Context: an optimization exercise on an open-source flow, tuned for small area and a short achievable clock period. The choices shown serve that exercise and are no tape-out recipe.
Where RTL was checked, it was by simulation tests only, not by an equivalence proof against the original.
No activity file was given, so power comes from the tool's default toggle rates.

==> module check_byte, before the edit <==
module check_byte(
    input  [7:0] d,
    input        q,         
    input        p,         
    input        dk,        
    input        act, ty, hd, s1,
    input  [1:0] lo,
    input  [4:0] h,
    input        pend, z, o,
    output       act_o, ty_o, hd_o, s1_o,
    output [1:0] lo_o,
    output [4:0] h_o,
    output       pend_o, z_o, o_o,
    output       tlpstart, dlpstart, tlpend, tlpedb, dlpend, valid,
    output       b1
);
    wire k  = q & dk;
    wire dt = q & ~dk;
    wire hiF  = &d[7:4];
    wire isFB = hiF & (d[3:0] == 4'hB);
    wire isFD = hiF & (d[3:0] == 4'hD);
    wire isFE = hiF & (d[3:0] == 4'hE);
    wire isF0 = hiF & (d[3:0] == 4'h0);
    wire is5C = (d == 8'h5C);
    wire is53 = (d == 8'h53);
    wire isxF = &d[3:0];
    wire isC0 = (d == 8'hC0);
    wire kFB = k & isFB;
    wire k5C = k & is5C;
    wire kFD = k & isFD;
    wire kFE = k & isFE;
    wire stp  = p & ~act & ~s1 & isxF;    
    wire sdp1 = p & ~act & ~s1 & isF0;    
    wire sdp2 = p & s1 & is53;            
    wire ld   = stp | sdp2;
    wire dec  = p & act;                  
    wire l0   = (lo == 2'd0);
    wire fin  = dec & l0 & z;             
    wire bor  = dec & l0 & ~z;            
    assign b1 = p & hd & (lo == 2'd3);    
    wire tst  = p & hd & (lo == 2'd1);    
    wire hlz  = ~(|d[5:0]);               
    assign lo_o   = stp ? 2'd3 : sdp2 ? 2'd0 : lo - {1'b0, dec};
    assign h_o    = stp ? {1'b1, d[7:4]} : sdp2 ? 5'd2 : b1 ? {~hlz, h[3:0]} : h;
    assign pend_o = ~ld & (pend | bor);
    assign z_o    = ~ld & (b1 ? (hlz & (h[3:0] == 4'd0)) : bor ? o : z);
    assign o_o    = ~ld & (b1 ? (hlz & (h[3:0] == 4'd1)) : ~bor & o);
    assign act_o = kFB | k5C | stp | sdp2 | (act & ~fin & ~kFD & ~kFE);
    assign ty_o  = kFB | stp | (ty & ~k5C & ~sdp2);
    assign hd_o  = stp | (hd & ~tst);
    assign s1_o  = sdp1 | (s1 & ~sdp2);
    assign tlpstart = kFB | tst;
    assign dlpstart = k5C | sdp2;
    assign tlpend   = (kFD & act & ty) | (fin & ty & ~isC0);
    assign tlpedb   = kFE | (fin & ty & isC0);
    assign dlpend   = (kFD & act & ~ty) | (fin & ~ty);
    assign valid    = (dt & act) | (dec & ~hd & ~fin);
endmodule
clock: 500.0 ns
lec_check: 0
abc_area: 1
cap_margin: 20
cell_pad_in_sites_detail_placement: 2
cell_pad_in_sites_global_placement: 2
core_area: 4 4 1046 156
die_area: 0 0 1050 160
place_density: 0.4
slew_margin: 20
standard.sh (not shown) runs the stock make flow with config.mk's settings and CLKGATE_MAP_FILE= SYNTH_SCRIPT=/design/flow/synth_recipe.tcl, a recipe that flattens the netlist after the stock synthesis.
==> flow/flow/run.sh <==
#!/bin/bash
# Own layout flow: the standard flow (standard.sh) with
#  - the standard flow's synthesis script, but an area-oriented ABC mapping script (flow/area.abc),
#    no full-adder extraction and no buffers on pass-through wires;
#  - sky130_fd_sc_hd__buf_1 as the buffer on every input and output port.
# Each tool's output goes to the ORFS logs under orfs/logs; make's output to flow_make.log.
set -euo pipefail
W=$(pwd)
# the ORFS synthesis script, with the ABC arguments re-pointed at our script
sed -e 's|^source \$::env(SCRIPTS_DIR)/synth_preamble.tcl$|&\nset abc_args [list -script '"$W"'/flow/area.abc {*}$lib_args {*}$lib_dont_use_args]|' \
    "$FLOW_HOME/scripts/synth.tcl" > "$W/synth_own_orfs.tcl"
grep -q "flow/area.abc" "$W/synth_own_orfs.tcl"
# The standard flow's synthesis wrapper, sourcing the patched script
sed -e "s|source \$::env(SCRIPTS_DIR)/synth.tcl|source $W/synth_own_orfs.tcl|" \
    "$W/synth_recipe.tcl" > "$W/synth_own.tcl"
grep -q "synth_own_orfs.tcl" "$W/synth_own.tcl"
bash "$W/standard.sh" \
    SYNTH_SCRIPT="$W/synth_own.tcl" \
    SYNTH_INSBUF=0 \
    SETUP_SLACK_MARGIN=238 \
    ADDER_MAP_FILE= \
    "BUFFER_PORTS_ARGS=-buffer_cell sky130_fd_sc_hd__buf_1" \
    finish > "$W/flow_make.log" 2>&1
test -s "$W/out/final.def"
==> flow/flow/area.abc <==
strash
&get -n
&st
&syn2
&dch -f
&nf -R 1000
&put
The first run finished with timing, DRC and antenna clean.
Change:
--- a/flow/design.v
+++ b/flow/design.v
@@ -175,29 +175,26 @@
     wire kFD = k & isFD;
     wire kFE = k & isFE;
-    wire stp  = p & ~act & ~s1 & isxF;    
-    wire sdp1 = p & ~act & ~s1 & isF0;    
-    wire sdp2 = p & s1 & is53;            
-    wire ld   = stp | sdp2;
-    wire dec  = p & act;                  
     wire l0   = (lo == 2'd0);
-    wire fin  = dec & l0 & z;             
-    wire bor  = dec & l0 & ~z;            
-    assign b1 = p & hd & (lo == 2'd3);    
-    wire tst  = p & hd & (lo == 2'd1);    
-    wire hlz  = ~(|d[5:0]);               
-    assign lo_o   = stp ? 2'd3 : sdp2 ? 2'd0 : lo - {1'b0, dec};
-    assign h_o    = stp ? {1'b1, d[7:4]} : sdp2 ? 5'd2 : b1 ? {~hlz, h[3:0]} : h;
-    assign pend_o = ~ld & (pend | bor);
-    assign z_o    = ~ld & (b1 ? (hlz & (h[3:0] == 4'd0)) : bor ? o : z);
-    assign o_o    = ~ld & (b1 ? (hlz & (h[3:0] == 4'd1)) : ~bor & o);
-    assign act_o = kFB | k5C | stp | sdp2 | (act & ~fin & ~kFD & ~kFE);
-    assign ty_o  = kFB | stp | (ty & ~k5C & ~sdp2);
-    assign hd_o  = stp | (hd & ~tst);
-    assign s1_o  = sdp1 | (s1 & ~sdp2);
+    wire zb   = p & l0 & z;                
+    wire bor  = p & l0 & ~z;               
+    assign b1 = p & hd & (lo == 2'd3);     
+    wire tst  = p & hd & (lo == 2'd1);     
+    wire hlz  = ~(|d[5:0]);                
+    wire sdp2 = p & s1 & is53;             
+    wire fin  = act & zb;
+    assign act_o  = act ? ~(kFD | kFE | zb) : (kFB | k5C | (p & (s1 ? is53 : isxF)));
+    assign lo_o   = act ? lo - {1'b0, p} : {~s1, ~s1};
+    assign h_o    = act ? (b1 ? {~hlz, h[3:0]} : h) : (s1 ? 5'd2 : {1'b1, d[7:4]});
+    assign pend_o = act & (pend | bor);
+    assign z_o    = act & (b1 ? (hlz & (h[3:0] == 4'd0)) : bor ? o : z);
+    assign o_o    = act & (b1 ? (hlz & (h[3:0] == 4'd1)) : ~bor & o);
+    assign hd_o   = act ? (hd & ~tst) : (p & ~s1 & isxF);
+    assign ty_o   = act ? (kFB | (ty & ~k5C)) : (kFB | (p & ~s1));
+    assign s1_o   = ~act & (s1 ? ~(p & is53) : (p & isF0));
     assign tlpstart = kFB | tst;
     assign dlpstart = k5C | sdp2;
-    assign tlpend   = (kFD & act & ty) | (fin & ty & ~isC0);
+    assign tlpend   = act & ((kFD & ty) | (zb & ty & ~isC0));
     assign tlpedb   = kFE | (fin & ty & isC0);
-    assign dlpend   = (kFD & act & ~ty) | (fin & ~ty);
-    assign valid    = (dt & act) | (dec & ~hd & ~fin);
+    assign dlpend   = act & ((kFD & ~ty) | (zb & ~ty));
+    assign valid    = act & (dt | (p & ~hd & ~zb));
 endmodule
Outcome: Maximum frequency rose by 0.46%. Critical path depth fell by 71. Core utilization fell by 1.2 points. Cell area fell by 4.5%. Register-to-register slack improved by 1.7 ns. Worst setup slack improved by 1.2 ns. Clock skew fell by 0.0056 ns. Non-clock buffer count fell by 121. Total power fell by 62%. Hold slack got worse by 0.0073 ns. Global-route usage rose by 0.51 points. Count of clock-buffer cells in the layout is unchanged. Via count rose by 1.0%.
The RTL of the first run of this note was laid out without a check of its function.

[re-timing with driven ports]
In the flow no input, the clock included, has a driving cell. The finished layouts below were timed again as built, in two steps.
Step 1 (the two cells are an assumption about what drives the block):
set clk [get_ports {clk}]
set_driving_cell -lib_cell sky130_fd_sc_hd__clkbuf_16 $clk
set_driving_cell -lib_cell sky130_fd_sc_hd__buf_2 [delete_from_list [all_inputs] $clk]
Step 2 moves the port delays by t, midway between the first and last clock arrival at a register: inputs arrive t later, outputs are due t later. That takes back most of the time a late clock gives input paths.
a / b / c = no drivers / after step 1 / after step 2; a / b = the first two.
run	shift t [ns]	slack for setup (ns)	clock arrival spread, ns	slew at the worst register clock pin (ns)
the first run	0.327	241.659 / 241.599 / 241.599	0.009 / 0.009	0.06 / 0.06
the second run	0.321	242.831 / 242.750 / 242.750	0.003 / 0.003	0.07 / 0.07
After both steps every run listed still meets setup and hold. The setup slack of the second run, which loses most, moves by -0.081 ns with the drivers and by -0.081 ns with both steps.
